This is an optimization exercise on Yosys and OpenROAD, whose aim is small area, not a production implementation. At most, simulation tests tie the RTL to the original design; equivalence was not proved. No functional check of the RTL was part of runs 2 to 4. Power figures rest on the tool's default switching activity, not on a simulated workload.

File: design/flow/design.v
module PipelinedProcessor(
    input clk, reset,
    input [31:0] instruction_in,  
    input [31:0] data_in,         
    output reg [31:0] data_out,   
    output reg [31:0] address_out  
);
    reg [31:0] IF_ID_instr, IF_ID_pc;
    reg [31:0] ID_EX_regA, ID_EX_regB, ID_EX_instr;
    reg [31:0] EX_MEM_alu_out, EX_MEM_instr;
    reg [31:0] MEM_WB_data, MEM_WB_alu_out, MEM_WB_instr;
    reg IF_ID_valid, ID_EX_valid, EX_MEM_valid, MEM_WB_valid;
    reg [31:0] register_file[0:15];  
    reg [31:0] pc;
    wire [3:0] opcode = IF_ID_instr[31:28];
    wire [3:0] rs = IF_ID_instr[27:24];
    wire [3:0] rt = IF_ID_instr[23:20];
    wire [3:0] rd = IF_ID_instr[19:16];
    wire [15:0] imm = IF_ID_instr[15:0];
    wire [3:0] ex_opcode = ID_EX_instr[31:28];
    wire [3:0] mem_opcode = EX_MEM_instr[31:28];
    wire [3:0] wb_opcode = MEM_WB_instr[31:28];
    wire [3:0] wb_rd = MEM_WB_instr[19:16];
    wire wb_write = MEM_WB_valid && (wb_opcode == 4'b0000 || wb_opcode == 4'b0001 ||
                                     wb_opcode == 4'b0010 || wb_opcode == 4'b1000);
    reg [31:0] alu_out;
    always @(posedge clk or posedge reset) begin
        if (reset) begin
            pc <= 0;
            IF_ID_instr <= 0;
            IF_ID_pc <= 0;
            IF_ID_valid <= 0;
        end else begin
            IF_ID_instr <= instruction_in;
            IF_ID_pc <= pc;
            IF_ID_valid <= 1'b1;
            pc <= pc + 4;
        end
    end
    always @(posedge clk or posedge reset) begin
        if (reset) begin
            ID_EX_instr <= 0;
            ID_EX_regA <= 0;
            ID_EX_regB <= 0;
            ID_EX_valid <= 0;
        end else begin
            ID_EX_instr <= IF_ID_instr;
            ID_EX_valid <= IF_ID_valid;
            ID_EX_regA <= register_file[rs];
            ID_EX_regB <= opcode == 4'b1000 ? {16'b0, imm} : register_file[rt];  
        end
    end
    always @(*) begin
        if (!ID_EX_valid)
            alu_out = 0;
        else
            case (ex_opcode)
                4'b0000: alu_out = ID_EX_regA + ID_EX_regB;  
                4'b0001: alu_out = ID_EX_regA - ID_EX_regB;  
                4'b0010: alu_out = ID_EX_regA & ID_EX_regB;  
                4'b1000: alu_out = ID_EX_regA + ID_EX_regB;  
                default: alu_out = 0;
            endcase
    end
    always @(posedge clk or posedge reset) begin
        if (reset) begin
            EX_MEM_alu_out <= 0;
            EX_MEM_instr <= 0;
            EX_MEM_valid <= 0;
        end else begin
            EX_MEM_alu_out <= alu_out;
            EX_MEM_instr <= ID_EX_instr;
            EX_MEM_valid <= ID_EX_valid;
        end
    end
    always @(posedge clk or posedge reset) begin
        if (reset) begin
            MEM_WB_data <= 0;
            MEM_WB_alu_out <= 0;
            MEM_WB_instr <= 0;
            MEM_WB_valid <= 0;
        end else begin
            if (EX_MEM_valid && mem_opcode == 4'b1000) begin
                MEM_WB_data <= data_in;  
            end else begin
                MEM_WB_alu_out <= EX_MEM_alu_out;  
            end
            MEM_WB_instr <= EX_MEM_instr;
            MEM_WB_valid <= EX_MEM_valid;
        end
    end
    always @(posedge clk) begin
        if (wb_write)
            register_file[wb_rd] <= (wb_opcode == 4'b1000) ? MEM_WB_data : MEM_WB_alu_out;
    end
    always @(*) begin
        data_out = MEM_WB_data;
        address_out = EX_MEM_alu_out;
    end
endmodule
File: design/flow/run.sh
#!/bin/bash
# synth_recipe.tcl (not shown) runs the flow's synth.tcl, then flattens the netlist and writes it again
# the make line also repeats each setting of config.mk as NAME=value (left out here)
make -C /OpenROAD-flow-scripts/flow DESIGN_CONFIG=/design/flow/config.mk WORK_HOME=/design/flow/orfs CLKGATE_MAP_FILE= SYNTH_SCRIPT=/design/flow/synth_recipe.tcl finish
File: design/flow/config.mk
export PLATFORM = sky130hd
export DESIGN_NAME = PipelinedProcessor
export DESIGN_NICKNAME = PipelinedProcessor
export VERILOG_FILES = /design/flow/design.v
export SDC_FILE = /design/flow/constraint.sdc
export NUM_CORES = 4
export LEC_CHECK = 0
export CAP_MARGIN = 20
export CORE_MARGIN = 2
export CORE_UTILIZATION = 40
export SLEW_MARGIN = 20
File: design/flow/constraint.sdc
create_clock -name core_clock -period 5.0 [get_ports {clk}]
set_input_delay 1.0000 -clock core_clock [delete_from_list [all_inputs] [get_ports {clk}]]
set_output_delay 1.0000 -clock core_clock [all_outputs]
set_load 0.01 [all_outputs]
==> flow_summary_export.csv, run 1 <==
group,metric,value,unit
status,status,"timing/DRC/antenna clean",
routing,drcViolationCount,0,
clock_network,clock-sinks,732,
synthesis,synth_top_cell_by_area,"edfxtp_1",
worst_hold_path,hold_path.class,"register to register",
global_route,grtUsageTotal,20.6,%
floorplanning,die_w,290,um
power_and_ir_drop,power.density,378,nW/um^2
synthesis,yosys-top-cells-count,"edfxtp_1, mux4_2, dfrtp_1",
worst_setup_path,crit_start,"ID_EX_regB[12]",
cells_and_area,fin_nets,1965,
synthesis,yosysMostFrequentCell,"edfxtp_1",
power_and_ir_drop,swShare,24.2,%
synthesis,synth_edf_count,512,
synthesis,synthCells,1687,
synthesis,synthesis.nets,1792,
power_and_ir_drop,internal-power,10.9,mW
global_route,grt_pass1_vias,18800,
routing,dr.pass1.iters,5,
global_route,antenna_found_initial,4,
sta,finalCritPeriodShare,84.2,%
synthesis,synth_ff_type,"edfxtp_1",
sta,final-setup-viol-count,0,
sta,hold_viol,0,
routing,ant_nets,0,
floorplanning,fp.dieH,290,um
sta,drv_slew,0,
synthesis,synth_area,32700,sq um
worst_hold_path,min_from,"ID_EX_instr[17]",
routing,routed_wl,85700,um
synthesis,yosysSeqAreaShare,63.9,%
synthesis,synth_seq_cells,732,
global_route,grt_overflow,0,
sta,tightest_slew,1.13,ns
placement,dp_hpwl,53600,um
placement,port_buffers,129,
cells_and_area,drive_gt1_share,33.5,%
placement,place_inst,2838,
global_route,met1_usage,28.5,%
clock_network,hold_buffers,0,
synthesis,yosysTopAreaCellShare,47.0,%
sta,max_slew_margin,24.6,%
cells_and_area,final_util,47.3,%
clock_network,cts_buffer_depth,3,
routing,vias,17700,
sta,min_period,4.21,ns
power_and_ir_drop,p_clk_share,39.3,%
synthesis,synthTopCellsByArea,"edfxtp_1, mux4_2, dfrtp_1, mux2_2, ha_1",
power_and_ir_drop,power.total,14.4,mW
routing,vias_per_cell,5.92,
clock_network,cts_tree,"built",
synthesis,async_flop_share,30.1,%
global_route,grt_use_met3,3.17,%
power_and_ir_drop,p_sw,3.48,mW
sta,timing.final.ws_setup,0.789,ns
worst_setup_path,critical_path_class,"register to register",
power_and_ir_drop,vdd_ir_drop_max,0.212,mV
synthesis,synth_warnings,1,
cells_and_area,final_cells,2986,
power_and_ir_drop,p_leak,13.2,nW
clock_network,clk_latency,0.63,ns
floorplanning,io_pins,130,
sta,max_freq,237,MHz
synthesis,syn_area_per_cell,19.4,sq um
synthesis,synth_cell_types,68,
global_route,grt_use_met2,34.0,%
cells_and_area,area_growth,16.7,%
sta,fin_skew,0.0283,ns
clock_network,numCtsBuffers,80,
cells_and_area,n_antenna_cell,0,
global_route,grt_max_degree,76,
floorplanning,rows,104,
sta,fin_tns_setup,0,ns
clock_network,cts-root-buf,"clkbuf_16",
power_and_ir_drop,power_frac_seq,48.5,%
clock_network,postCtsSetupRepairBufs,0,
clock_network,clk_pin_slew,0.06,ns
clock_network,htree_levels,3,
worst_setup_path,startpoint_type,"register",
floorplanning,core_area,80700,sq um
floorplanning,start_util,40.5,%
clock_network,post_cts_resize_count,0,
placement,place_ws,0.878,ns
global_route,top_usage_layer,"met2",
floorplanning,die_area,84000,sq um
worst_setup_path,setup.worst_path.end_class,"register",
worst_setup_path,worstPathMaxFanout,5,
placement,gp_congestion,0.828,
sta,rsz0062_at_grt,"false",
routing,dr.first_iter.drc_count,1712,
power_and_ir_drop,pwr-share-comb,12.2,%
flow_run,maxCapViolations,0,
worst_setup_path,timing.rr.start,"ID_EX_regB[12]",
worst_setup_path,worstPathRequired,5.52,ns
global_route,grt_pass1_wl,126000,um
worst_setup_path,arrival,4.73,ns
routing,post_drt_wl_per_cell,28.7,um
power by group through the flow:
stage	sequential (mW)	clock [mW]	combinational, mW
2_1_floorplan	7.03	0	1.14
3_3_place_gp	7.11	0	1.73
3_5_place_dp	7.12	0	1.75
4_1_cts	7.00	5.80	1.76
5_1_grt	7.02	6.05	1.88
6_report	6.99	5.66	1.75
path summary, 6_finish.rpt:
check | to | slack, ns | cells after the start
worst max-delay path | EX_MEM_alu_out[23] | 0.79 | 14
worst min-delay path | EX_MEM_instr[17] | 0.34 | 0
worst max register to register | EX_MEM_alu_out[23] | 0.79 | 14
worst min register to register | EX_MEM_instr[17] | 0.34 | 0
max in group asynchronous | ID_EX_regB[30] | 3.07 | 3
min in group asynchronous | EX_MEM_alu_out[1] | 0.91 | 2
through the flow:
step           hold WS [ns]  cell area (sq um)
6_report              0.343              38100
3_3_place_gp          0.338              35600
2_1_floorplan         0.331              32700
5_1_grt               0.354              38100
3_5_place_dp          0.336              35600
4_1_cts               0.347              38100
kinds of logic (layout without fill, tap and decap cells):
logic type	after synthesis	in the layout	share of synthesized area, %
XOR/XNOR	54	54	1.45
multiplexers	435	435	26.0
adder cells (fa/ha/maj)	40	40	1.55
AO/OA/AOI/OAI	139	139	2.87
buffers and inverters	109	348	1.32
other	1	1	0.0115
AND/OR/NAND/NOR	177	177	2.94
flip-flops	732	732	63.9
metal layers:
layer	vias up	part of all wire, %
met5	-	0.030
met4	4	2.4
met3	144	6.0
met2	642	50
met1	9549	42
li1	7331	-
cell usage in the layout, fill, tap and decap left out, types with 14 or more instances in the layout:
master,n
ha_1,38
clkbuf_1,26
buf_4,47
xnor2_1,33
dfrtp_1,212
clkbuf_16,82
nor2b_1,28
edfxtp_1,512
mux2_2,113
nand2_1,41
o21ai_0,24
clkdlybuf4s50_1,129
nor2_1,24
inv_1,14
mux4_2,320
a21oi_1,36
xor2_1,21
nand3_1,21
cell type report:
cell class              count  area [sq um]
clock buffers             114          2230
inverters                  15          60.1
well taps                1060          1330
clock inverters            34           287
flip-flops and latches    732         20900
repair buffers            185          1820
fillers                  6684         42500
multi-input cells         846         11500
flip-flops by register name, indices dropped and copies added, names as in the netlist:
name,flops
EX_MEM_alu_out,32
register_file,512
MEM_WB_instr,8
MEM_WB_data,32
MEM_WB_valid,1
EX_MEM_instr,8
IF_ID_instr,32
ID_EX_valid,1
IF_ID_valid,1
ID_EX_instr,8
MEM_WB_alu_out,32
EX_MEM_valid,1
ID_EX_regA,32
ID_EX_regB,32
worst max-delay path, cell delays in order (launching register included):
cell and delay [ns]:
dfrtp_1 0.41, or3_4 0.42, nor3_2 0.18, nor3b_2 0.31, nand2_1 0.14, o31ai_1 0.25
xnor2_1 0.10, ha_1 0.38, nand2_1 0.12, nor4_1 0.57, nand3_2 0.25, a21boi_0 0.44
a21oi_1 0.15, xor2_1 0.16, o21ai_0 0.21
==> run 2, diff against run 1 <==
==> design/flow/design.v (replaced) <==
module PipelinedProcessor(
    input clk, reset,
    input [31:0] instruction_in,  
    input [31:0] data_in,         
    output reg [31:0] data_out,   
    output reg [31:0] address_out  
);
    reg [31:0] register_file[0:15];
    wire [3:0] opcode = instruction_in[31:28];
    wire [3:0] rs = instruction_in[27:24];
    wire [3:0] rt = instruction_in[23:20];
    wire [3:0] rd = instruction_in[19:16];
    wire [15:0] imm = instruction_in[15:0];
    wire op_add  = opcode == 4'b0000;
    wire op_sub  = opcode == 4'b0001;
    wire op_and  = opcode == 4'b0010;
    wire op_load = opcode == 4'b1000;
    wire [15:0] sel_a = 16'b1 << rs;
    wire [15:0] sel_b = 16'b1 << rt;
    reg [31:0] a, rb;
    integer i;
    always @(*) begin
        a = 0;
        rb = 0;
        for (i = 0; i < 16; i = i + 1) begin
            a = a | ({32{sel_a[i]}} & register_file[i]);
            rb = rb | ({32{sel_b[i]}} & register_file[i]);
        end
    end
    wire [31:0] b = op_load ? {16'b0, imm} : rb;
    reg [31:0] alu_out;
    always @(*) begin
        if (op_add || op_load)
            alu_out = a + b;
        else if (op_sub)
            alu_out = a - b;
        else if (op_and)
            alu_out = a & b;
        else
            alu_out = 0;
    end
    reg [31:0] s1_res, s2_res;
    reg s1_wr, s2_wr, s3_wr;        
    reg s1_ld, s2_ld, s3_ld;        
    reg [3:0] s1_rd, s2_rd, s3_rd;
    always @(posedge clk or posedge reset) begin
        if (reset) begin
            s1_res <= 0; s2_res <= 0; address_out <= 0;
            s1_wr <= 0; s2_wr <= 0; s3_wr <= 0;
            s1_ld <= 0; s2_ld <= 0; s3_ld <= 0;
            data_out <= 0;
        end else begin
            s1_res <= alu_out;
            s2_res <= s1_res;
            address_out <= s2_res;
            s1_wr <= op_add | op_sub | op_and | op_load;
            s2_wr <= s1_wr;
            s3_wr <= s2_wr;
            s1_ld <= op_load;
            s2_ld <= s1_ld;
            s3_ld <= s2_ld;
            if (s3_ld)
                data_out <= data_in;
        end
    end
    always @(posedge clk) begin
        s1_rd <= rd;
        s2_rd <= s1_rd;
        s3_rd <= s2_rd;
    end
    always @(posedge clk) begin
        if (s3_wr)
            register_file[s3_rd] <= s3_ld ? data_in : address_out;
    end
endmodule
==> run 2 against run 1 <==
  * Register-to-register slack got worse by 0.14 ns
  * Combinational power rose by about 90%
  * Synthesized cell count increased by 34%
  * Utilization rose by 5.5 points
  * Global-route usage grew 9.3 points
  * Non-clock buffer count grew 442
  * Power rose by 5.6%
  * Critical path depth grew 8
  * Setup slack got worse by 0.60 ns
  * Critical path type is now input port to register
  * Largest power group unchanged
==> flow_summary_export.csv, run 2 <==
group,metric,value,unit
flow_run,maxCapViolations,0,
floorplanning,die_area,76000,sq um
worst_setup_path,worst_path_max_delay_cell,"o31ai_4",
global_route,met1_usage,39.7,%
floorplanning,rows,99,
cells_and_area,final_common_cell,"edfxtp_1",
synthesis,yosys-top-cells-count,"edfxtp_1, a22o_1, a221oi_1, a22oi_1, dfrtp_1",
worst_hold_path,hold_path.class,"register to register",
sta,holdWs,0.326,ns
worst_setup_path,startpoint_type,"input port",
synthesis,synth_top_cell_by_area,"edfxtp_1",
synthesis,synth_warnings,1,
global_route,antenna_found_initial,3,
synthesis,synthCells,2261,
sta,finalCritPeriodShare,96.2,%
cells_and_area,fin_nets,2944,
sta,rsz0062_at_grt,"false",
routing,vias_per_cell,6.50,
clock_network,cts-root-buf,"clkbuf_16",
worst_setup_path,setup.worst_path.end_class,"register",
routing,vias,24900,
worst_setup_path,crit_start,"instruction_in[20]",
sta,tightest_slew,1.12,ns
sta,max_freq,208,MHz
power_and_ir_drop,power.density,395,nW/um^2
power_and_ir_drop,vdd_ir_drop_max,0.385,mV
worst_setup_path,path_cells,"dlymetal6s2s_1, nand2b_1, buf_4, nor2_4, buf_4, a221oi_1, and3_1, nand4_1, o21a_1, ha_4, inv_1, a21oi_2, o31ai_2, a221oi_1, buf_4, o41ai_4, buf_6, a21oi_4, o31ai_4, a41oi_2, xnor2_1, o221ai_1",
global_route,grt_max_degree,104,
power_and_ir_drop,p_leak,14.5,nW
sta,max_slew_margin,25.4,%
synthesis,syn_area_per_cell,13.1,sq um
cells_and_area,drive_gt1_share,25.8,%
placement,port_buffers,129,
routing,post_drt_wl_per_cell,30.1,um
worst_setup_path,worstPathRequired,5.45,ns
worst_setup_path,cp-endpoint,"s1_res[31]",
worst_setup_path,cp_slowest_stage_delay,0.34,ns
routing,drcViolationCount,0,
synthesis,synth_area,29500,sq um
routing,routed_wl,115000,um
clock_network,cts_tree,"built",
cells_and_area,area_growth,30.4,%
sta,min_period,4.81,ns
placement,gp_congestion,1.00,
worst_setup_path,regToRegSetupSlack,0.65,ns
global_route,grtUsageTotal,29.9,%
routing,dr.first_iter.drc_count,3837,
worst_setup_path,crit_top_cell,"buf_4",
synthesis,yosysSeqAreaShare,64.3,%
synthesis,synthesis.nets,2392,
floorplanning,fp.dieH,276,um
sta,hold_viol,0,
cells_and_area,final_cells,3830,
synthesis,async_flop_share,20.4,%
sta,drv_slew,0,
worst_setup_path,timing.rr.start,"register_file[0][0]",
floorplanning,io_pins,130,
clock_network,hold_buffers,0,
status,status,"timing/DRC/antenna clean",
clock_network,clk_pin_slew,0.06,ns
global_route,grt_use_met2,45.9,%
worst_setup_path,path_depth,22,
synthesis,synth_seq_cells,658,
cells_and_area,top_register,"register_file",
global_route,grt_pass1_vias,24200,
cells_and_area,stdcell_area,38500,sq um
worst_setup_path,timing.critical_path.buf_inv,6,
synthesis,yosysMostFrequentCell,"edfxtp_1",
placement,place_inst,3683,
synthesis,synth_ff_type,"edfxtp_1",
floorplanning,core_area,73000,sq um
worst_setup_path,arrival,5.26,ns
global_route,top_usage_layer,"met2",
worst_setup_path,critical_path_class,"input port to register",
clock_network,clock-sinks,658,
placement,placed_area,35700,sq um
synthesis,synth_edf_count,512,
routing,dr.pass1.iters,8,
clock_network,htree_levels,3,
global_route,grt_use_met3,8.43,%
synthesis,yosysTopAreaCellShare,52.1,%
placement,dp_hpwl,77700,um
clock_network,clk_latency,0.61,ns
global_route,grt_pass1_wl,164000,um
sta,final-setup-viol-count,0,
worst_setup_path,path_delay_family,"compound AO/OA/AOI/OAI gates",
floorplanning,start_util,40.5,%
sta,fin_tns_setup,0,ns
synthesis,synthTopCellsByArea,"edfxtp_1, dfrtp_1, a22o_1, a221oi_1, a22oi_1",
global_route,grt_overflow,0,
worst_setup_path,ff2ff_path_depth,19,
sta,fin_skew,0.0171,ns
cells_and_area,largest_reg_flops,512,
floorplanning,die_w,276,um
routing,ant_nets,0,
clock_network,numCtsBuffers,72,
cells_and_area,layout_common_cells,"edfxtp_1, buf_4, a22o_1, a221oi_1, a22oi_1",
clock_network,cts_buffer_depth,3,
worst_setup_path,worstPathMaxFanout,8,
worst_setup_path,rr_endpoint,"s1_res[18]",
synthesis,synth_cell_types,81,
## run 2: per-layer routing
layer / part of all wire (%) / vias up
met3: 13 / 474
met1: 38 / 12100
met4: 5.0 / 2
met2: 44 / 2078
li1: - / 10300
met5: 0.0061 / -
## run 2: how the worst min path moves through the flow
stage,startpoint,slack (ns),end,depth (start not counted)
floorplan,s1_rd[0],0.31,s2_rd[0],0
global placement,s1_rd[3],0.32,s2_rd[3],0
detailed placement,s2_rd[0],0.31,s3_rd[0],0
CTS,s2_rd[0],0.33,s3_rd[0],0
global route,s2_rd[0],0.33,s3_rd[0],0
finish,s2_rd[0],0.33,s3_rd[0],0
## run 2: cell families after synthesis
family	share of synthesized area, %
muxes	0.0678
DFF	64.3
buffers and inverters	3.71
xor gates and xnor gates	0.148
and+or+nand+nor	6.86
adders and majority gates	2.81
AOI/OAI and AO/OA	22.1
## run 2: where the power goes
part           internal (mW)  switching [mW]  leakage (nW)
Sequential              6.53           0.143          6.48
Combinational           1.45            1.87          6.92
Clock                   3.01            2.21          1.11
Total                   11.0            4.22          14.5
## run 2: layout make-up
type | count | area [sq um]
fillers | 6034 | 34500
flip-flops and latches | 658 | 19000
multi-input cells | 1329 | 10100
repair buffers | 627 | 5460
clock buffers | 88 | 1930
well taps | 959 | 1200
inverters | 125 | 474
clock inverters | 41 | 365
diodes | 3 | 7.51
## run 2: stage by stage
step	power [mW]	setup slack (ns)	utilization (%)
finish	15.2	0.192	52.8
global route	15.8	0.0113	52.7
CTS	15.2	-0.0161	52.4
detailed placement	9.94	-1.27	48.9
global placement	9.88	-1.21	48.9
floorplan	8.21	0.0112	-
## run 2: timing repair
action                                  in CTS  in global routing
endpoints found under the setup margin      14                 21
resized for setup                           32                 47
buffers inserted                             8                  6
hold endpoints to repair                     0                  0
pin swaps                                   11                 18
gates cloned                                 1                  0
==> run 3, diff against run 2 <==
--- a/design/flow/design.v
+++ b/design/flow/design.v
@@ -6,4 +6,6 @@
     output reg [31:0] address_out  
 );
+    localparam K = 16;
+    localparam H = 32 - K;
     reg [31:0] register_file[0:15];
     wire [3:0] opcode = instruction_in[31:28];
@@ -29,29 +31,41 @@
     end
     wire [31:0] b = op_load ? {16'b0, imm} : rb;
-    reg [31:0] alu_out;
-    always @(*) begin
-        if (op_add || op_load)
-            alu_out = a + b;
-        else if (op_sub)
-            alu_out = a - b;
-        else if (op_and)
-            alu_out = a & b;
-        else
-            alu_out = 0;
-    end
-    reg [31:0] s1_res, s2_res;
+    wire [K-1:0] b_lo = op_sub ? ~b[K-1:0] : b[K-1:0];
+    wire [K:0] sum_lo = {1'b0, a[K-1:0]} + {1'b0, b_lo} + {{K{1'b0}}, op_sub};
+    wire [K-1:0] res_lo = op_and ? (a[K-1:0] & b[K-1:0]) : sum_lo[K-1:0];
+    reg [K-1:0] s1_lo;
+    reg [H-1:0] s1_ahi, s1_bhi;
+    reg s1_c;
+    reg s1_arith, s1_sub, s1_and;   
     reg s1_wr, s2_wr, s3_wr;        
     reg s1_ld, s2_ld, s3_ld;        
     reg [3:0] s1_rd, s2_rd, s3_rd;
+    reg [31:0] s2_res;
+    reg s2_alu;
+    wire [H-1:0] bhi = s1_sub ? ~s1_bhi : s1_bhi;
+    wire [H-1:0] sum_hi = s1_ahi + bhi + {{(H-1){1'b0}}, s1_c};
+    wire [H-1:0] res_hi = s1_and ? (s1_ahi & s1_bhi) : sum_hi;
+    always @(posedge clk) begin
+        s1_lo <= res_lo;
+        s1_c <= sum_lo[K];
+        s1_ahi <= a[31:K];
+        s1_bhi <= b[31:K];
+        s1_rd <= rd;
+        s2_rd <= s1_rd;
+        s3_rd <= s2_rd;
+        s2_res <= {res_hi, s1_lo};
+    end
     always @(posedge clk or posedge reset) begin
         if (reset) begin
-            s1_res <= 0; s2_res <= 0; address_out <= 0;
+            s1_arith <= 0; s1_sub <= 0; s1_and <= 0;
             s1_wr <= 0; s2_wr <= 0; s3_wr <= 0;
             s1_ld <= 0; s2_ld <= 0; s3_ld <= 0;
+            s2_alu <= 0;
+            address_out <= 0;
             data_out <= 0;
         end else begin
-            s1_res <= alu_out;
-            s2_res <= s1_res;
-            address_out <= s2_res;
+            s1_arith <= op_add | op_load;
+            s1_sub <= op_sub;
+            s1_and <= op_and;
             s1_wr <= op_add | op_sub | op_and | op_load;
             s2_wr <= s1_wr;
@@ -60,12 +74,9 @@
             s2_ld <= s1_ld;
             s3_ld <= s2_ld;
+            s2_alu <= s1_arith | s1_sub | s1_and;
+            address_out <= s2_alu ? s2_res : 32'b0;
             if (s3_ld)
                 data_out <= data_in;
         end
-    end
-    always @(posedge clk) begin
-        s1_rd <= rd;
-        s2_rd <= s1_rd;
-        s3_rd <= s2_rd;
     end
     always @(posedge clk) begin
==> design/flow/flow/run.sh (new file) <==
#!/bin/bash
# The standard layout (standard.sh) with three changes to how it is made:
#  - port buffers use the smallest buffer, sky130_fd_sc_hd__buf_1;
#  - clock tree synthesis inserts no dummy loads and builds the tree from
#    clkbuf_8 cells with larger sink clusters.
# Everything else, synthesis included, is the standard flow.
set -euo pipefail
export BUFFER_PORTS_ARGS="-buffer_cell sky130_fd_sc_hd__buf_1"
export CTS_ARGS="-sink_clustering_enable -repair_clock_nets -dont_use_dummy_load -buf_list sky130_fd_sc_hd__clkbuf_8 -sink_clustering_size 16 -sink_clustering_max_diameter 60"
bash standard.sh > standard_make.log 2>&1
==> design/flow/standard.sh (new file) <==
#!/bin/bash
# synth_recipe.tcl (not shown) runs the flow's synth.tcl, then flattens the netlist and writes it again
# the make line also repeats each setting of config.mk as NAME=value (left out here)
make -C /OpenROAD-flow-scripts/flow DESIGN_CONFIG=/design/flow/config.mk WORK_HOME=/design/flow/orfs CLKGATE_MAP_FILE= SYNTH_SCRIPT=/design/flow/synth_recipe.tcl "${@:-finish}"
--- a/design/flow/config.mk
+++ b/design/flow/config.mk
@@ -6,6 +6,7 @@
 export NUM_CORES = 4
 export LEC_CHECK = 0
-export CAP_MARGIN = 20
+export CAP_MARGIN = 0
 export CORE_MARGIN = 2
-export CORE_UTILIZATION = 40
-export SLEW_MARGIN = 20
+export CORE_UTILIZATION = 65
+export GPL_TIMING_DRIVEN = 0
+export SLEW_MARGIN = 0
removed: design/flow/run.sh
==> run 3 against run 2 <==
  * Now fails the layout checks on setup timing
  * Sequential cell count grew 21
  * First-iteration DRC count grew 45%
  * Synthesized cell count shrank 10%
  * Register-to-register slack gained 0.23 ns
  * Largest cell class unchanged
  * Largest power group unchanged
==> flow_summary_export.csv, run 3 <==
group,metric,value,unit
cells_and_area,fillerInstances,2835,
sta,final-setup-viol-count,1,
worst_setup_path,cp_slowest_stage_delay,0.51,ns
synthesis,synth_edf_count,512,
worst_hold_path,hold_path.class,"register to register",
status,so_faults,"setup timing",
routing,drcViolationCount,0,
cells_and_area,fin_nets,2382,
synthesis,yosys-top-cells-count,"edfxtp_1, a221oi_1, a22o_1",
clock_network,clock-sinks,679,
sta,fin_tns_setup,-0.00543,ns
flow_run,maxCapViolations,0,
placement,gp_congestion,0.999,
clock_network,clk_pin_slew,0.10,ns
routing,vias,22700,
synthesis,synthCells,2035,
cells_and_area,final_common_cell,"edfxtp_1",
sta,timing.final.ws_setup,-0.00543,ns
sta,hold_viol,0,
placement,dp_hpwl,68100,um
cells_and_area,largest_reg_flops,512,
worst_setup_path,arrival,5.59,ns
floorplanning,fp.dieH,212,um
routing,post_drt_wl_per_cell,36.9,um
global_route,grtUsageTotal,46.9,%
synthesis,synth_ff_type,"edfxtp_1",
clock_network,htree_levels,2,
worst_setup_path,critical_path_class,"input port to register",
sta,max_slew_margin,8.68,%
worst_setup_path,setup.worst_path.end_class,"register",
synthesis,async_flop_share,10.9,%
floorplanning,die_area,45100,sq um
clock_network,cts-root-buf,"clkbuf_8",
status,status,"complete, but fails checks",
clock_network,clk_latency,0.72,ns
clock_network,numCtsBuffers,52,
worst_setup_path,worst_path_max_delay_cell,"a41oi_2",
worst_setup_path,path_cells,"buf_1, buf_2, nand2b_2, nor2_1, buf_2, buf_4, a221oi_1, a41oi_2, xnor2_1, ha_1, a21o_1, a21o_1, a21o_1, a21oi_1, o211ai_1, a31oi_1, a21oi_2, xnor2_1, o21ai_1",
power_and_ir_drop,p_leak,10.8,nW
global_route,grt_pass1_vias,21000,
power_and_ir_drop,power.total,11.2,mW
floorplanning,core_area,43000,sq um
synthesis,syn_area_per_cell,13.9,sq um
floorplanning,rows,76,
worst_setup_path,regToRegSetupSlack,0.88,ns
worst_setup_path,startpoint_type,"input port",
global_route,antenna_found_initial,5,
worst_setup_path,worstPathRequired,5.59,ns
synthesis,synthesis.nets,2133,
routing,vias_per_cell,7.90,
floorplanning,start_util,65.7,%
synthesis,synth_seq_cells,679,
power_and_ir_drop,power.density,354,nW/um^2
synthesis,yosysMostFrequentCell,"edfxtp_1",
floorplanning,die_w,212,um
synthesis,yosysSeqAreaShare,67.6,%
routing,ant_nets,0,
synthesis,synth_area,28200,sq um
synthesis,synthTopCellsByArea,"edfxtp_1, dfxtp_1, dfrtp_1, a221oi_1, a22o_1",
power_and_ir_drop,vdd_ir_drop_max,0.344,mV
sta,tightest_slew,1.37,ns
routing,routed_wl,106000,um
sta,finalCritPeriodShare,100,%
global_route,grt_pass1_wl,146000,um
sta,fin_skew,0.0563,ns
cells_and_area,area_growth,11.5,%
synthesis,synth_cell_types,67,
routing,dr.pass1.iters,8,
cells_and_area,layout_common_cells,"edfxtp_1, a22o_1, a221oi_1, buf_1, a22oi_1",
sta,drv_slew,0,
worst_setup_path,crit_top_cell,"a21o_1",
synthesis,synth_top_cell_by_area,"edfxtp_1",
global_route,grt_overflow,0,
cells_and_area,top_register,"register_file",
routing,dr.first_iter.drc_count,5556,
placement,port_buffers,127,
cells_and_area,drive_gt1_share,11.2,%
synthesis,synth_warnings,1,
synthesis,yosysTopAreaCellShare,54.5,%
floorplanning,io_pins,130,
sta,min_period,5.01,ns
worst_setup_path,worstPathMaxFanout,10,
clock_network,cts_tree,"built",
clock_network,cts_buffer_depth,3,
global_route,grt_max_degree,75,
sta,max_freq,200,MHz
clock_network,hold_buffers,0,
run 3: cell count changes after synthesis, moves of 23 or more:
cell | previous run | this run
a21oi_1 | 60 | 20
inv_1 | 122 | 83
and2_1 | 5 | 32
dfxtp_1 | 12 | 93
dfrtp_1 | 134 | 74
nand2_1 | 88 | 64
nor2_1 | 114 | 66
nand4_1 | 63 | 40
ha_1 | 63 | 29
a22oi_1 | 179 | 98
run 3: metal layers:
layer  up-vias  share of wire (%)  track usage [%]
met5         -               0.13                0
met1     10600                 33             59.7
met3       713                 20             25.1
met2      2622                 39             64.1
li1       8711                  -                -
met4        10                7.6             25.8
run 3: kinds of logic (layout without fill, tap and decap cells):
kind of cell / after synthesis / in the layout / synth area share, %
AO/OA/AOI/OAI: 704 / 704 / 19.5
XOR/XNOR: 49 / 49 / 1.52
adder cells (fa/ha/maj): 32 / 32 / 1.50
buffers and inverters: 218 / 465 / 2.94
flip-flops: 679 / 679 / 67.6
multiplexers: 10 / 10 / 0.421
other: 0 / 4 / 0
AND/OR/NAND/NOR: 343 / 343 / 6.48
run 3: final cells by class:
cell class | instances | area, sq um | share of cell area (%)
sequential | 679 | 19100 | 60.6
timing repair buffer | 196 | 1350 | 4.28
antenna | 4 | 10.0 | 0.0318
tap | 585 | 732 | 2.33
inverter | 85 | 322 | 1.02
clock buffer | 52 | 716 | 2.27
multi-input combinational | 1138 | 8600 | 27.3
buffer | 132 | 666 | 2.11
run 3: stage by stage:
step	instances	instance area [sq um]	setup WS [ns]	utilization, %	hold WS, ns
floorplan	2035	28200	0.237	-	0.310
global placement	2747	29400	-2.35	68.5	0.311
detailed placement	2810	30400	-2.31	70.7	0.312
CTS	2862	31300	-0.0231	72.8	0.323
global route	2867	31500	-0.0374	73.2	0.327
finish	2871	31500	-0.00543	73.2	0.317
run 3: power breakdown:
| part | internal, mW | switching (mW) | leakage (nW) |
|---|---|---|---|
| clock network | 0.928 | 1.74 | 0.374 |
| logic | 0.613 | 1.18 | 3.92 |
| registers | 6.56 | 0.136 | 6.47 |
| total | 8.10 | 3.06 | 10.8 |
run 3: critical path, delay by kind of cell:
family	cells	cell delay, ns
XOR/XNOR	2	0.27
adder cells (fa/ha/maj)	1	0.40
buffers and inverters	4	1.20
AO/OA/AOI/OAI	10	1.96
AND/OR/NAND/NOR	2	0.72
run 3: path summary, 6_finish.rpt:
check,startpoint,end,cells after the start
setup / recovery,instruction_in[22],s1_lo[13],19
hold / removal,s1_lo[5],s2_res[5],0
setup reg to reg,s1_sub,s2_res[28],15
hold reg to reg,s1_lo[5],s2_res[5],0
max in group asynchronous,reset,address_out[8],2
min in group asynchronous,reset,data_out[16],2
run 3: timing repair:
action	in CTS	in global routing
gates resized for setup	90	93
pin swaps	1	5
endpoints found under the hold margin	0	0
buffers inserted	1	5
endpoints found under the setup margin	15	8
==> run 4, diff against run 3 <==
==> design/flow/design.v (replaced) <==
module PipelinedProcessor(
    input clk, reset,
    input [31:0] instruction_in,  
    input [31:0] data_in,         
    output reg [31:0] data_out,   
    output reg [31:0] address_out  
);
    reg [31:0] register_file[0:15];
    reg [3:0] d_rs, d_rt, d_rd;
    reg [15:0] d_imm;
    reg d_sub, d_and, d_ld;         
    reg d_wr;                       
    wire [3:0] opcode = instruction_in[31:28];
    always @(posedge clk) begin
        d_rs <= instruction_in[27:24];
        d_rt <= instruction_in[23:20];
        d_rd <= instruction_in[19:16];
        d_imm <= instruction_in[15:0];
        d_sub <= opcode == 4'b0001;
        d_and <= opcode == 4'b0010;
    end
    always @(posedge clk or posedge reset) begin
        if (reset) begin
            d_wr <= 0;
            d_ld <= 0;
        end else begin
            d_wr <= opcode == 4'b0000 || opcode == 4'b0001 ||
                    opcode == 4'b0010 || opcode == 4'b1000;
            d_ld <= opcode == 4'b1000;
        end
    end
    wire [15:0] sel_a = 16'b1 << d_rs;
    wire [15:0] sel_b = 16'b1 << d_rt;
    reg [31:0] a, rb;
    integer i;
    always @(*) begin
        a = 0;
        rb = 0;
        for (i = 0; i < 16; i = i + 1) begin
            a = a | ({32{sel_a[i]}} & register_file[i]);
            rb = rb | ({32{sel_b[i]}} & register_file[i]);
        end
    end
    wire [31:0] b = d_ld ? {16'b0, d_imm} : rb;
    localparam K = 12;
    localparam H = 32 - K;
    wire [K-1:0] b_lo = d_sub ? ~b[K-1:0] : b[K-1:0];
    wire [K:0] sum_lo = {1'b0, a[K-1:0]} + {1'b0, b_lo} + {{K{1'b0}}, d_sub};
    wire [K-1:0] res_lo = d_and ? (a[K-1:0] & b[K-1:0]) : sum_lo[K-1:0];
    reg [K-1:0] e_lo;
    reg [H-1:0] e_ahi, e_bhi;
    reg e_c, e_sub, e_and;
    reg [31:0] w_res;
    reg [3:0] e_rd, m_rd, w_rd;
    reg e_wr, m_wr, w_wr;
    reg e_ld, m_ld, w_ld;
    wire [H-1:0] bhi = e_sub ? ~e_bhi : e_bhi;
    wire [H-1:0] sum_hi = e_ahi + bhi + {{(H-1){1'b0}}, e_c};
    wire [H-1:0] res_hi = e_and ? (e_ahi & e_bhi) : sum_hi;
    always @(posedge clk) begin
        e_lo <= res_lo;
        e_c <= sum_lo[K];
        e_ahi <= a[31:K];
        e_bhi <= b[31:K];
        e_sub <= d_sub;
        e_and <= d_and;
        w_res <= address_out;
        e_rd <= d_rd;
        m_rd <= e_rd;
        w_rd <= m_rd;
    end
    always @(posedge clk or posedge reset) begin
        if (reset) begin
            e_wr <= 0; m_wr <= 0; w_wr <= 0;
            e_ld <= 0; m_ld <= 0; w_ld <= 0;
            address_out <= 0;
            data_out <= 0;
        end else begin
            e_wr <= d_wr;
            m_wr <= e_wr;
            w_wr <= m_wr;
            e_ld <= d_ld;
            m_ld <= e_ld;
            w_ld <= m_ld;
            address_out <= e_wr ? {res_hi, e_lo} : 32'b0;
            if (m_ld)
                data_out <= data_in;
        end
    end
    always @(posedge clk) begin
        if (w_wr)
            register_file[w_rd] <= w_ld ? data_out : w_res;
    end
endmodule
==> run 4 against run 3 <==
  * Still fails the layout checks on setup timing
  * Clock power is 2% higher
  * Via count decreased by 4.0%
  * Largest cell class unchanged
  * Final cell count is 4.4% lower
  * Clock-buffer cell count is 1 higher
  * Utilization is 1.4 points lower
  * Sequential share of layout area increased by 2.0 points
  * Design area rose by 0.27%
  * Global-route usage fell by 2.5 points
  * Largest power group unchanged
  * First-iteration DRC count down 11%
  * Fmax down 0.97%
==> flow_summary_export.csv, run 4 <==
group,metric,value,unit
status,status,"complete, but fails checks",
status,so_faults,"setup timing",
worst_setup_path,critical_path_class,"register to register",
synthesis,synth_cell_types,65,
sta,final-setup-viol-count,1,
routing,top_layer_used,"met5",
flow_run,maxCapViolations,0,
routing,wl_met3,20300,um
floorplanning,start_util,65.4,%
worst_setup_path,regToRegSetupSlack,-0.05,ns
clock_network,numCtsBuffers,53,
worst_setup_path,cp-endpoint,"e_lo[10]",
cells_and_area,area_growth,9.94,%
sta,rsz0062_at_grt,"true",
worst_setup_path,crit_top_cell,"o21ai_0",
synthesis,yosys-top-cells-count,"edfxtp_1, a221oi_1, a22o_1",
worst_setup_path,path_cells,"clkbuf_1, clkbuf_2, nand2b_1, nor2_1, clkbuf_2, a221oi_1, nand4_1, ha_1, nor2b_1, o21ai_0, a21oi_1, o21ai_0, a21boi_1, o21ai_0, a21oi_1, o21ai_0, a211oi_1, a221o_1",
cells_and_area,drive_gt1_share,12.2,%
sta,hold_viol,0,
placement,place_inst,2685,
synthesis,synth_warnings,1,
power_and_ir_drop,p_leak,10.7,nW
synthesis,syn_area_per_cell,14.9,sq um
synthesis,yosysTopAreaCellShare,53.5,%
synthesis,synthTopCellsByArea,"edfxtp_1, dfxtp_1, a221oi_1, a22o_1, dfrtp_1",
placement,port_buffers,129,
synthesis,async_flop_share,10.1,%
synthesis,synthesis.nets,2031,
routing,wl_met2,41300,um
cells_and_area,final_common_cell,"edfxtp_1",
worst_setup_path,timing.critical_path.buf_inv,3,
floorplanning,fp.dieH,214,um
synthesis,yosysSeqAreaShare,68.8,%
floorplanning,core_area,43900,sq um
global_route,grtUsageTotal,44.4,%
clock_network,cts-root-buf,"clkbuf_8",
sta,timing.final.ws_setup,-0.0543,ns
routing,dr.pass1.iters,12,
worst_setup_path,worst_path_max_delay_cell,"nor2_1",
synthesis,synth_edf_count,512,
placement,placed_area,30600,sq um
sta,drv_slew,0,
global_route,grt_pass1_wl,144000,um
routing,vias_per_cell,7.93,
synthesis,synth_ff_type,"edfxtp_1",
worst_setup_path,setup.worst_path.end_class,"register",
sta,fin_skew,0.0860,ns
global_route,grt_pass1_vias,20400,
cells_and_area,fin_nets,2248,
sta,min_period,5.05,ns
power_and_ir_drop,power.density,359,nW/um^2
power_and_ir_drop,vdd_ir_drop_max,0.365,mV
sta,max_slew_margin,7.72,%
clock_network,clock-sinks,713,
sta,tightest_slew,1.38,ns
sta,finalCritPeriodShare,101,%
clock_network,cts_buffer_depth,3,
worst_setup_path,timing.rr.start,"d_rs[2]",
worst_setup_path,ff2ff_path_depth,18,
worst_setup_path,worstPathMaxFanout,10,
routing,dr.first_iter.drc_count,4929,
global_route,grt_overflow,0,
synthesis,yosysMostFrequentCell,"edfxtp_1",
routing,routed_wl,103000,um
clock_network,hold_buffers,0,
routing,wl_met1,34200,um
routing,drcViolationCount,0,
global_route,antenna_found_initial,2,
placement,gp_congestion,0.997,
worst_hold_path,hold_path.class,"register to register",
worst_setup_path,path_depth,18,
floorplanning,rows,77,
cells_and_area,top_register,"register_file",
clock_network,htree_levels,2,
worst_setup_path,worstPathRequired,5.56,ns
floorplanning,io_pins,130,
clock_network,clk_latency,0.73,ns
floorplanning,die_area,45900,sq um
routing,post_drt_wl_per_cell,37.4,um
routing,ant_nets,0,
clock_network,clk_pin_slew,0.10,ns
cells_and_area,layout_common_cells,"edfxtp_1, a22o_1, a221oi_1, buf_1, dfxtp_1",
clock_network,cts_tree,"built",
worst_setup_path,cp_slowest_stage_delay,0.57,ns
worst_setup_path,rr_endpoint,"e_lo[10]",
synthesis,synth_area,28700,sq um
floorplanning,die_w,214,um
worst_setup_path,arrival,5.62,ns
worst_setup_path,path_delay_family,"compound AO/OA/AOI/OAI gates",
cells_and_area,final_cells,2746,
power_and_ir_drop,power.total,11.3,mW
synthesis,synthCells,1933,
sta,holdWs,0.313,ns
routing,vias,21800,
placement,place_ws,-0.672,ns
sta,max_freq,198,MHz
cells_and_area,stdcell_area,31600,sq um
worst_setup_path,crit_start,"d_rs[2]",
worst_setup_path,startpoint_type,"register",
placement,dp_hpwl,66800,um
global_route,grt_max_degree,73,
synthesis,synth_seq_cells,713,
synthesis,synth_top_cell_by_area,"edfxtp_1",
cells_and_area,largest_reg_flops,512,
run 4: layout make-up:
type	instances	area, sq um
Clock buffer	53	729
Tap cell	592	741
Antenna cell	6	15.0
Inverter	24	93.8
Buffer	129	579
Multi-Input combinational cell	1067	8620
Timing Repair Buffer	162	1020
Fill cell	2928	12400
Sequential cell	713	19800
run 4: where the power goes:
group	internal (mW)	total (mW)	switching, mW
Combinational	0.572	1.67	1.10
Sequential	6.79	6.94	0.156
Clock	0.947	2.72	1.78
run 4: worst min path at each step:
| stage | start | endpoint | slack [ns] | cells after the start |
|---|---|---|---|---|
| floorplan | d_rd[0] | e_rd[0] | 0.31 | 0 |
| global placement | m_rd[3] | w_rd[3] | 0.31 | 0 |
| detailed placement | m_rd[2] | w_rd[2] | 0.31 | 0 |
| CTS | m_rd[3] | w_rd[3] | 0.32 | 0 |
| global route | m_rd[3] | w_rd[3] | 0.31 | 0 |
| finish | m_rd[3] | w_rd[3] | 0.31 | 0 |
run 4: cell families after synthesis:
logic type / share of synthesized area [%]
simple gates: 5.12
fa+ha+maj: 1.51
compound gates: 17.8
mux: 3.17
buf+inv: 2.04
xor+xnor: 1.59
flops: 68.8
run 4: routing by layer:
| layer | vias up | GRT usage (%) |
|---|---|---|
| met5 | - | 0 |
| met4 | 4 | 21.6 |
| met3 | 618 | 22.2 |
| met2 | 2453 | 61.4 |
| met1 | 10300 | 58.5 |
| li1 | 8368 | - |
run 4: worst register-to-register path, cell delays in order, from the launching register on:
cell and delay (ns):
dfxtp_1 0.31, clkbuf_1 0.35, clkbuf_2 0.33, nand2b_1 0.17
nor2_1 0.57, clkbuf_2 0.53, a221oi_1 0.17, nand4_1 0.34
ha_1 0.35, nor2b_1 0.15, o21ai_0 0.24, a21oi_1 0.14
o21ai_0 0.22, a21boi_1 0.12, o21ai_0 0.21, a21oi_1 0.13
o21ai_0 0.24, a211oi_1 0.12, a221o_1 0.29
run 4: timing repair:
action	CTS	global route
buffers inserted	0	2
endpoints found under the hold margin	0	0
pin swaps	2	4
resized for setup	61	48
endpoints found under the setup margin	6	7
run 4: metrics by stage:
step / setup TNS [ns] / utilization (%)
3_3_place_gp: -222.49 / 68.1
4_1_cts: 0 / 71.6
5_1_grt: -0.126 / 71.8
3_5_place_dp: -1.82 / 69.6
6_report: -0.0543 / 71.9
2_1_floorplan: 0 / -
==> run 5, diff against run 4 <==
--- a/design/flow/design.v
+++ b/design/flow/design.v
@@ -7,5 +7,6 @@
 );
     reg [31:0] register_file[0:15];
-    reg [3:0] d_rs, d_rt, d_rd;
+    reg [3:0] d_rd;
+    reg [3:0] d_rs_lo, d_rs_hi, d_rt_lo, d_rt_hi;
     reg [15:0] d_imm;
     reg d_sub, d_and, d_ld;         
@@ -13,6 +14,8 @@
     wire [3:0] opcode = instruction_in[31:28];
     always @(posedge clk) begin
-        d_rs <= instruction_in[27:24];
-        d_rt <= instruction_in[23:20];
+        d_rs_lo <= 4'b1 << instruction_in[25:24];
+        d_rs_hi <= 4'b1 << instruction_in[27:26];
+        d_rt_lo <= 4'b1 << instruction_in[21:20];
+        d_rt_hi <= 4'b1 << instruction_in[23:22];
         d_rd <= instruction_in[19:16];
         d_imm <= instruction_in[15:0];
@@ -30,6 +33,11 @@
         end
     end
-    wire [15:0] sel_a = 16'b1 << d_rs;
-    wire [15:0] sel_b = 16'b1 << d_rt;
+    reg [15:0] sel_a, sel_b;
+    integer k;
+    always @(*)
+        for (k = 0; k < 16; k = k + 1) begin
+            sel_a[k] = d_rs_hi[k / 4] & d_rs_lo[k % 4];
+            sel_b[k] = d_rt_hi[k / 4] & d_rt_lo[k % 4];
+        end
     reg [31:0] a, rb;
     integer i;
@@ -43,27 +51,17 @@
     end
     wire [31:0] b = d_ld ? {16'b0, d_imm} : rb;
-    localparam K = 12;
-    localparam H = 32 - K;
-    wire [K-1:0] b_lo = d_sub ? ~b[K-1:0] : b[K-1:0];
-    wire [K:0] sum_lo = {1'b0, a[K-1:0]} + {1'b0, b_lo} + {{K{1'b0}}, d_sub};
-    wire [K-1:0] res_lo = d_and ? (a[K-1:0] & b[K-1:0]) : sum_lo[K-1:0];
-    reg [K-1:0] e_lo;
-    reg [H-1:0] e_ahi, e_bhi;
-    reg e_c, e_sub, e_and;
+    reg [31:0] e_a, e_b;
+    reg e_c;
     reg [31:0] w_res;
     reg [3:0] e_rd, m_rd, w_rd;
     reg e_wr, m_wr, w_wr;
     reg e_ld, m_ld, w_ld;
-    wire [H-1:0] bhi = e_sub ? ~e_bhi : e_bhi;
-    wire [H-1:0] sum_hi = e_ahi + bhi + {{(H-1){1'b0}}, e_c};
-    wire [H-1:0] res_hi = e_and ? (e_ahi & e_bhi) : sum_hi;
+    wire [31:0] res = e_a + e_b + {31'b0, e_c};
     always @(posedge clk) begin
-        e_lo <= res_lo;
-        e_c <= sum_lo[K];
-        e_ahi <= a[31:K];
-        e_bhi <= b[31:K];
-        e_sub <= d_sub;
-        e_and <= d_and;
+        e_a <= d_and ? (a & b) : a;
+        e_b <= d_and ? 32'b0 : d_sub ? ~b : b;
+        e_c <= d_sub;
         w_res <= address_out;
+        address_out <= e_wr ? res : 32'b0;
         e_rd <= d_rd;
         m_rd <= e_rd;
@@ -74,5 +72,4 @@
             e_wr <= 0; m_wr <= 0; w_wr <= 0;
             e_ld <= 0; m_ld <= 0; w_ld <= 0;
-            address_out <= 0;
             data_out <= 0;
         end else begin
@@ -83,5 +80,4 @@
             m_ld <= e_ld;
             w_ld <= m_ld;
-            address_out <= e_wr ? {res_hi, e_lo} : 32'b0;
             if (m_ld)
                 data_out <= data_in;
==> design/flow/flow/run.sh (replaced) <==
#!/bin/bash
# The standard layout (standard.sh, synthesis included) with these changes to
# how it is made:
#  - port buffers use the smallest buffer, sky130_fd_sc_hd__buf_1;
#  - clock tree synthesis inserts no dummy loads and builds the tree from
#    clkbuf_8 cells with sink clusters of up to 16 flip-flops;
#  - after global routing, cells on paths with slack are downsized
#    (repair_timing -recover_power).
# The make output goes to standard_make.log; each step's log is under orfs/logs.
set -euo pipefail
export BUFFER_PORTS_ARGS="-buffer_cell sky130_fd_sc_hd__buf_1"
export CTS_ARGS="-sink_clustering_enable -repair_clock_nets -dont_use_dummy_load -buf_list sky130_fd_sc_hd__clkbuf_8 -sink_clustering_size 16 -sink_clustering_max_diameter 60"
export RECOVER_POWER=100
bash standard.sh > standard_make.log 2>&1
--- a/design/flow/config.mk
+++ b/design/flow/config.mk
@@ -6,7 +6,8 @@
 export NUM_CORES = 4
 export LEC_CHECK = 0
-export CAP_MARGIN = 0
+export CAP_MARGIN = 20
 export CORE_MARGIN = 2
-export CORE_UTILIZATION = 65
+export CORE_UTILIZATION = 55
 export GPL_TIMING_DRIVEN = 0
-export SLEW_MARGIN = 0
+export SETUP_SLACK_MARGIN = 0
+export SLEW_MARGIN = 20
==> run 5 against run 4 <==
  * The layout fails its checks (capacitance limit, slew limit)
  * Critical path depth is 10 lower
  * Sequential share of layout area is 0.30 points higher
  * Synthesized area is 2.0% higher
  * Clock power is 5% higher
  * Sequential power is 2% higher
  * Largest cell class unchanged
==> flow_summary_export.csv, run 5 <==
group,metric,value,unit
routing,vias_per_cell,7.70,
global_route,grt_max_degree,35,
synthesis,async_flop_share,5.47,%
power_and_ir_drop,p_leak,10.6,nW
clock_network,numCtsBuffers,54,
global_route,grt_overflow,0,
worst_hold_path,hold_path.class,"input port to async pin",
flow_run,maxCapViolations,16,
sta,hold_viol,0,
worst_setup_path,setup.worst_path.end_class,"register",
cells_and_area,largest_reg_flops,512,
synthesis,synthesis.nets,2147,
synthesis,synth_cell_types,60,
routing,vias,23000,
synthesis,yosysTopAreaCellShare,52.5,%
power_and_ir_drop,power.total,11.7,mW
clock_network,postCtsSetupRepairBufs,0,
synthesis,synth_seq_cells,731,
cells_and_area,drive_gt1_share,6.91,%
placement,gp_congestion,1.03,
global_route,grt_pass1_wl,166000,um
cells_and_area,multi_input_area,8620,sq um
floorplanning,io_pins,130,
floorplanning,start_util,55.7,%
worst_setup_path,worstPathRequired,5.59,ns
clock_network,post_cts_resize_count,0,
floorplanning,rows,84,
routing,dr.pass1.iters,9,
synthesis,synth_edf_count,512,
floorplanning,core_area,52600,sq um
sta,fin_tns_setup,0,ns
floorplanning,die_area,55100,sq um
sta,finalCritPeriodShare,96.2,%
synthesis,synthCells,2049,
sta,max_freq,208,MHz
clock_network,cts_tree,"built",
sta,fin_skew,0.0564,ns
worst_setup_path,crit_top_cell,"clkbuf_1",
sta,drv_slew,199,
synthesis,synth_top_cell_by_area,"edfxtp_1",
global_route,antenna_found_initial,10,
cells_and_area,layout_common_cells,"edfxtp_1, a22oi_1, dfxtp_1, buf_1, clkbuf_1",
routing,dr.first_iter.drc_count,4987,
worst_setup_path,ff2ff_path_depth,8,
sta,final-setup-viol-count,0,
synthesis,synthTopCellsByArea,"edfxtp_1, dfxtp_1, a22oi_1, a221oi_1, a22o_1",
synthesis,synth_warnings,1,
routing,ant_nets,0,
synthesis,synth_area,29300,sq um
worst_setup_path,timing.rr.start,"d_rt_hi[0]",
worst_setup_path,worstPathMaxFanout,10,
placement,dp_hpwl,82600,um
routing,routed_wl,124000,um
sta,max_slew_margin,-30.7,%
worst_setup_path,arrival,5.40,ns
clock_network,cts_buffer_depth,3,
cells_and_area,top_register,"register_file",
routing,post_drt_wl_per_cell,41.4,um
global_route,grtUsageTotal,43.7,%
clock_network,cts-root-buf,"clkbuf_8",
synthesis,yosysMostFrequentCell,"edfxtp_1",
status,so_faults,"capacitance limit, slew limit",
worst_setup_path,startpoint_type,"register",
clock_network,clk_latency,0.75,ns
cells_and_area,area_growth,8.37,%
worst_setup_path,cp_slowest_stage_delay,1.21,ns
routing,drcViolationCount,0,
worst_setup_path,rr_endpoint,"e_a[20]",
cells_and_area,seqCellArea,20000,sq um
placement,port_buffers,129,
floorplanning,fp.dieH,235,um
sta,min_period,4.81,ns
synthesis,syn_area_per_cell,14.3,sq um
cells_and_area,final_common_cell,"edfxtp_1",
synthesis,synth_ff_type,"edfxtp_1",
sta,tightest_slew,1.95,ns
power_and_ir_drop,power.density,369,nW/um^2
global_route,grt_pass1_vias,21300,
floorplanning,die_w,235,um
synthesis,yosysSeqAreaShare,68.2,%
status,status,"complete, but fails checks",
worst_setup_path,regToRegSetupSlack,0.19,ns
sta,rsz0062_at_grt,"false",
worst_setup_path,critical_path_class,"register to register",
synthesis,yosys-top-cells-count,"edfxtp_1, a22oi_1, dfxtp_1",
cells_and_area,fin_nets,2387,
clock_network,clk_pin_slew,0.09,ns
cells_and_area,fillerInstances,4189,
worst_setup_path,path_cells,"and2_1, clkbuf_1, clkbuf_1, clkbuf_1, a22o_1, a221oi_1, a31oi_1, o22a_1",
power_and_ir_drop,vdd_ir_drop_max,0.253,mV
clock_network,hold_buffers,0,
worst_setup_path,worst_path_max_delay_cell,"clkbuf_1",
clock_network,htree_levels,2,
clock_network,clock-sinks,731,
## run 5: cell types whose count changed after synthesis, sizes merged, moves of 20 or more
| cell | change |
|---|---|
| nor2 | +20 |
| dfrtp | -32 |
| and2 | +26 |
| a22oi | +199 |
| o22a | +29 |
| nand3 | +29 |
| a31oi | -20 |
| xor2 | -22 |
| a221oi | -90 |
| dfxtp | +50 |
| a22o | -92 |
## run 5: metrics by stage
stage                     setup slack [ns]  util [%]  area [sq um]  hold slack [ns]  std cells
after CTS                             1.32      61.8         32500            0.149       2974
after detailed placement              1.33      60.4         31700            0.313       2920
final                                0.192      60.4         31700            0.199       2981
after global placement               -2.30      58.3         30600            0.311       2866
after global routing                 0.645      60.4         31700            0.219       2976
after floorplan                       1.48         -         29300            0.310       2049
## run 5: cell families after synthesis
family	Yosys count	share of synthesized area, %
flip-flops	731	68.2
AO/OA/AOI/OAI	659	17.8
AND/OR/NAND/NOR	328	5.92
buffers and inverters	174	2.34
multiplexers	76	2.91
XOR/XNOR	48	1.44
adder cells (fa/ha/maj)	33	1.45
## run 5: metal layers
| metal | part of all wire (%) | up-vias | GRT usage (%) |
|---|---|---|---|
| met4 | 9.2 | 16 | 27.4 |
| li1 | - | 8714 | - |
| met3 | 18 | 738 | 22.2 |
| met1 | 33 | 10900 | 53.8 |
| met5 | 0.099 | - | 0 |
| met2 | 40 | 2543 | 60.9 |
## run 5: how the worst max path moves through the flow
stage / from / end / slack (ns) / cells after the start
3_5_place_dp: d_rt_hi[2] / e_a[22] / 1.33 / 7
2_1_floorplan: w_wr / register_file[0][0] / 1.48 / 2
6_report: d_rt_hi[0] / e_a[20] / 0.19 / 8
3_3_place_gp: w_wr / register_file[0][3] / -2.30 / 2
5_1_grt: d_rt_hi[0] / e_a[20] / 0.65 / 8
4_1_cts: d_rt_hi[2] / e_a[22] / 1.32 / 7
## run 5: layout make-up
class / count / share of cell area, %
buffer: 155 / 2.06
tap: 688 / 2.71
inverter: 19 / 0.225
multi-input combinational: 1144 / 27.2
sequential: 731 / 62.9
clock buffer: 54 / 2.34
timing repair buffer: 184 / 2.56
antenna: 6 / 0.0473
## run 5: power by group
group | switching [mW] | leakage [nW] | total [mW] | internal [mW]
registers | 0.140 | 6.70 | 7.08 | 6.94
logic | 1.21 | 3.51 | 1.76 | 0.554
clock network | 1.90 | 0.388 | 2.86 | 0.963
total | 3.25 | 10.6 | 11.7 | 8.46
## run 5: critical path: cells and delay by family, from the launching register on
family | cells | cell delay, ns
buf+inv | 3 | 2.60
compound gates | 4 | 1.58
flops | 1 | 0.37
simple gates | 1 | 0.14
==> run 6, diff against run 5 <==
==> design/flow/flow/run.sh (replaced) <==
#!/bin/bash
# The standard layout (standard.sh, synthesis included) with two changes to
# how it is made:
#  - port buffers use the smallest buffer, sky130_fd_sc_hd__buf_1;
#  - clock tree synthesis inserts no dummy loads and builds the tree from
#    clkbuf_8 cells with sink clusters of up to 16 flip-flops.
# The make output goes to standard_make.log; each step's log is under orfs/logs.
set -euo pipefail
export BUFFER_PORTS_ARGS="-buffer_cell sky130_fd_sc_hd__buf_1"
export CTS_ARGS="-sink_clustering_enable -repair_clock_nets -dont_use_dummy_load -buf_list sky130_fd_sc_hd__clkbuf_8 -sink_clustering_size 16 -sink_clustering_max_diameter 60"
bash standard.sh > standard_make.log 2>&1
==> run 6 against run 5 <==
  * Now clean on timing, DRC and antenna
  * Design area increased by 2.4%
  * Utilization rose by 1.5 points
  * Global-route usage unchanged
  * Combinational power grew 3%
  * Final cell count hardly changed
  * Setup slack improved by 0.56 ns
  * Largest power group unchanged
  * Critical endpoint is now e_a[22]
  * Largest cell class unchanged
  * Non-clock buffer count did not move
==> flow_summary_export.csv, run 6 <==
group,metric,value,unit
status,status,"timing/DRC/antenna clean",
placement,placed_area,31700,sq um
power_and_ir_drop,swShare,27.9,%
global_route,grt_use_met3,22.2,%
synthesis,syn_area_per_cell,14.3,sq um
power_and_ir_drop,p_clk_share,24.5,%
synthesis,synth_top_cell_by_area,"edfxtp_1",
sta,rsz0062_at_grt,"false",
cells_and_area,top_register,"register_file",
floorplanning,fp.dieH,235,um
clock_network,cts_tree,"built",
worst_setup_path,setup.worst_path.end_class,"register",
synthesis,synth_warnings,1,
global_route,antenna_found_initial,10,
sta,min_period,4.25,ns
synthesis,synthTopCellsByArea,"edfxtp_1, dfxtp_1, a22oi_1, a221oi_1, a22o_1",
worst_setup_path,timing.rr.start,"d_rt_hi[2]",
floorplanning,die_area,55100,sq um
synthesis,yosysTopAreaCellShare,52.5,%
floorplanning,io_pins,130,
synthesis,synth_seq_cells,731,
clock_network,htree_levels,2,
cells_and_area,seqCellArea,20000,sq um
worst_setup_path,crit_start,"d_rt_hi[2]",
power_and_ir_drop,vdd_ir_drop_max,0.255,mV
clock_network,cts-root-buf,"clkbuf_8",
power_and_ir_drop,p_sw,3.28,mW
synthesis,yosys-top-cells-count,"edfxtp_1, a22oi_1, dfxtp_1",
power_and_ir_drop,p_leak,10.9,nW
routing,post_drt_wl_per_cell,41.5,um
floorplanning,start_util,55.7,%
floorplanning,core_area,52600,sq um
worst_setup_path,path_cells,"and2_1, clkbuf_1, buf_2, buf_1, a221oi_1, a31oi_1, o22a_1",
cells_and_area,drive_gt1_share,12.0,%
worst_setup_path,arrival,4.85,ns
global_route,top_usage_layer,"met2",
synthesis,synth_cell_types,60,
power_and_ir_drop,internal-power,8.49,mW
sta,drv_slew,0,
routing,dr.pass1.iters,9,
routing,vias,23000,
cells_and_area,fin_nets,2387,
placement,gp_congestion,1.03,
cells_and_area,fillerInstances,4056,
clock_network,clock-sinks,731,
sta,fin_skew,0.0546,ns
worst_hold_path,hold_path.class,"input port to async pin",
clock_network,numCtsBuffers,54,
placement,dp_hpwl,82600,um
floorplanning,die_w,235,um
global_route,grt_pass1_wl,166000,um
global_route,grt_pass1_vias,21300,
routing,routed_wl,124000,um
synthesis,synthCells,2049,
worst_setup_path,regToRegSetupSlack,0.75,ns
worst_setup_path,worstPathMaxFanout,10,
power_and_ir_drop,pwr-share-comb,15.4,%
worst_setup_path,startpoint_type,"register",
synthesis,synth_edf_count,512,
synthesis,synth_ff_type,"edfxtp_1",
clock_network,clk_latency,0.75,ns
global_route,grt_use_met2,60.9,%
flow_run,maxCapViolations,0,
worst_setup_path,ff2ff_path_depth,7,
global_route,grtUsageTotal,43.7,%
routing,vias_per_cell,7.72,
cells_and_area,stdcell_area,32500,sq um
clock_network,cts_buffer_depth,3,
worst_setup_path,cp-endpoint,"e_a[22]",
global_route,grt_overflow,0,
global_route,grt_max_degree,35,
worst_setup_path,worstPathRequired,5.60,ns
routing,ant_nets,0,
clock_network,hold_buffers,0,
cells_and_area,multi_input_area,8750,sq um
sta,final-setup-viol-count,0,
floorplanning,rows,84,
sta,max_slew_margin,6.47,%
synthesis,yosysSeqAreaShare,68.2,%
power_and_ir_drop,power.total,11.8,mW
cells_and_area,final_common_cell,"edfxtp_1",
sta,tightest_slew,1.40,ns
synthesis,async_flop_share,5.47,%
power_and_ir_drop,power.density,362,nW/um^2
worst_setup_path,critical_path_class,"register to register",
global_route,met1_usage,53.8,%
worst_setup_path,rr_endpoint,"e_a[22]",
clock_network,post_cts_resize_count,0,
placement,port_buffers,129,
routing,drcViolationCount,0,
cells_and_area,largest_reg_flops,512,
cells_and_area,layout_common_cells,"edfxtp_1, a22oi_1, dfxtp_1, buf_1, a221oi_1",
sta,finalCritPeriodShare,85.0,%
synthesis,yosysMostFrequentCell,"edfxtp_1",
worst_setup_path,cp_slowest_stage_delay,1.01,ns
clock_network,postCtsSetupRepairBufs,0,
worst_setup_path,worst_path_max_delay_cell,"buf_1",
clock_network,clk_pin_slew,0.10,ns
synthesis,synth_area,29300,sq um
power_and_ir_drop,power_frac_seq,60.2,%
synthesis,synthesis.nets,2147,
sta,hold_viol,0,
sta,max_freq,235,MHz
routing,dr.first_iter.drc_count,4950,
cells_and_area,area_growth,11.0,%
-- run 6: cell counts after synthesis --
No cell type changed its count.
-- run 6: per-layer routing --
layer | part of all wire, % | wire [um] | up-vias
li1 | - | - | 8727
met1 | 33 | 41300 | 11100
met2 | 40 | 49600 | 2508
met3 | 18 | 22000 | 691
met4 | 8.5 | 10600 | 12
met5 | 0.12 | 144 | -
-- run 6: critical path: cells and delay by family, from the launching register on --
family / cells / cell delay, ns
and+or+nand+nor: 1 / 0.14
DFF: 1 / 0.38
buffers and inverters: 3 / 2.00
AOI/OAI and AO/OA: 3 / 1.59
-- run 6: final cells by class --
class / count / area share, %
diodes: 7 / 0.0539
plain buffers: 155 / 2.05
clock buffers: 54 / 2.29
inverters: 19 / 0.219
multi-input cells: 1144 / 26.9
flip-flops and latches: 731 / 61.4
well taps: 688 / 2.65
repair buffers: 184 / 4.43
-- run 6: cells by family after synthesis --
| kind of cell | Yosys count | share of synthesized area, % |
|---|---|---|
| flops | 731 | 68.2 |
| compound gates | 659 | 17.8 |
| buf+inv | 174 | 2.34 |
| mux | 76 | 2.91 |
| simple gates | 328 | 5.92 |
| xor+xnor | 48 | 1.44 |
| fa+ha+maj | 33 | 1.45 |
-- run 6: stage by stage --
stage	worst slack (ns)	hold WS (ns)	std cells	TNS (ns)	util, %
after floorplan	1.48	0.310	2049	0	-
after global placement	-2.30	0.311	2866	-291.35	58.3
after detailed placement	1.33	0.313	2920	0	60.4
after CTS	1.32	0.149	2974	0	61.8
after global routing	1.16	0.179	2976	0	61.8
final	0.749	0.167	2982	0	61.9
-- run 6: power by group through the flow --
stage / combinational, mW / clock (mW) / sequential [mW]
floorplan: 1.00 / 0 / 7.22
global route: 1.89 / 3.02 / 7.11
CTS: 1.73 / 2.83 / 7.08
finish: 1.81 / 2.88 / 7.08
global placement: 1.66 / 0 / 7.21
detailed placement: 1.72 / 0 / 7.22
-- run 6: worst min path at each step --
stage                     startpoint           end  cells past startpoint  slack, ns
after floorplan              d_rd[0]       e_rd[0]                      0       0.31
after CTS                      reset  data_out[26]                      2       0.15
after global placement       e_rd[2]       m_rd[2]                      0       0.31
after detailed placement     d_rd[1]       e_rd[1]                      0       0.31
after global routing           reset  data_out[26]                      2       0.18
final                          reset  data_out[26]                      2       0.17

## static timing again, ports no longer ideal
In the flow no input, the clock included, has a driving cell. The finished layouts below were timed again as built, in two steps.
Step 1 (the two cells are an assumption about what drives the block):
set clk [get_ports {clk}]
set_driving_cell -lib_cell sky130_fd_sc_hd__clkbuf_16 $clk
set_driving_cell -lib_cell sky130_fd_sc_hd__buf_2 [delete_from_list [all_inputs] $clk]
Step 2 times the ports against the registers' clock, not the clock port: input delays grow and output delays shrink by t, the midpoint of the rising clock arrivals with the driver on.
Slacks: ideal / step 1 / step 2; pairs: ideal / step 1.
| run | shift t [ns] | slack for setup (ns) | hold slack, ns |
|---|---|---|---|
| run 1 | 0.671 | 0.789 / 0.789 / 0.789 | 0.343 / 0.343 / 0.343 |
| run 2 | 0.673 | 0.192 / 0.223 / -0.450 | 0.326 / 0.326 / 0.326 |
| run 3 | 0.747 | -0.005 / 0.016 / -0.731 | 0.317 / 0.317 / 0.317 |
| run 4 | 0.745 | -0.054 / -0.054 / -0.054 | 0.313 / 0.313 / 0.313 |
| run 5 | 0.776 | 0.192 / 0.192 / 0.192 | 0.199 / 0.164 / 0.335 |
| run 6 | 0.788 | 0.749 / 0.749 / 0.749 | 0.167 / 0.120 / 0.335 |
Met with ideal ports but missed after step 2: setup timing in run 2. For run 3, which loses most, drivers alone change the setup slack by +0.021 ns; drivers and shift together by -0.726 ns.
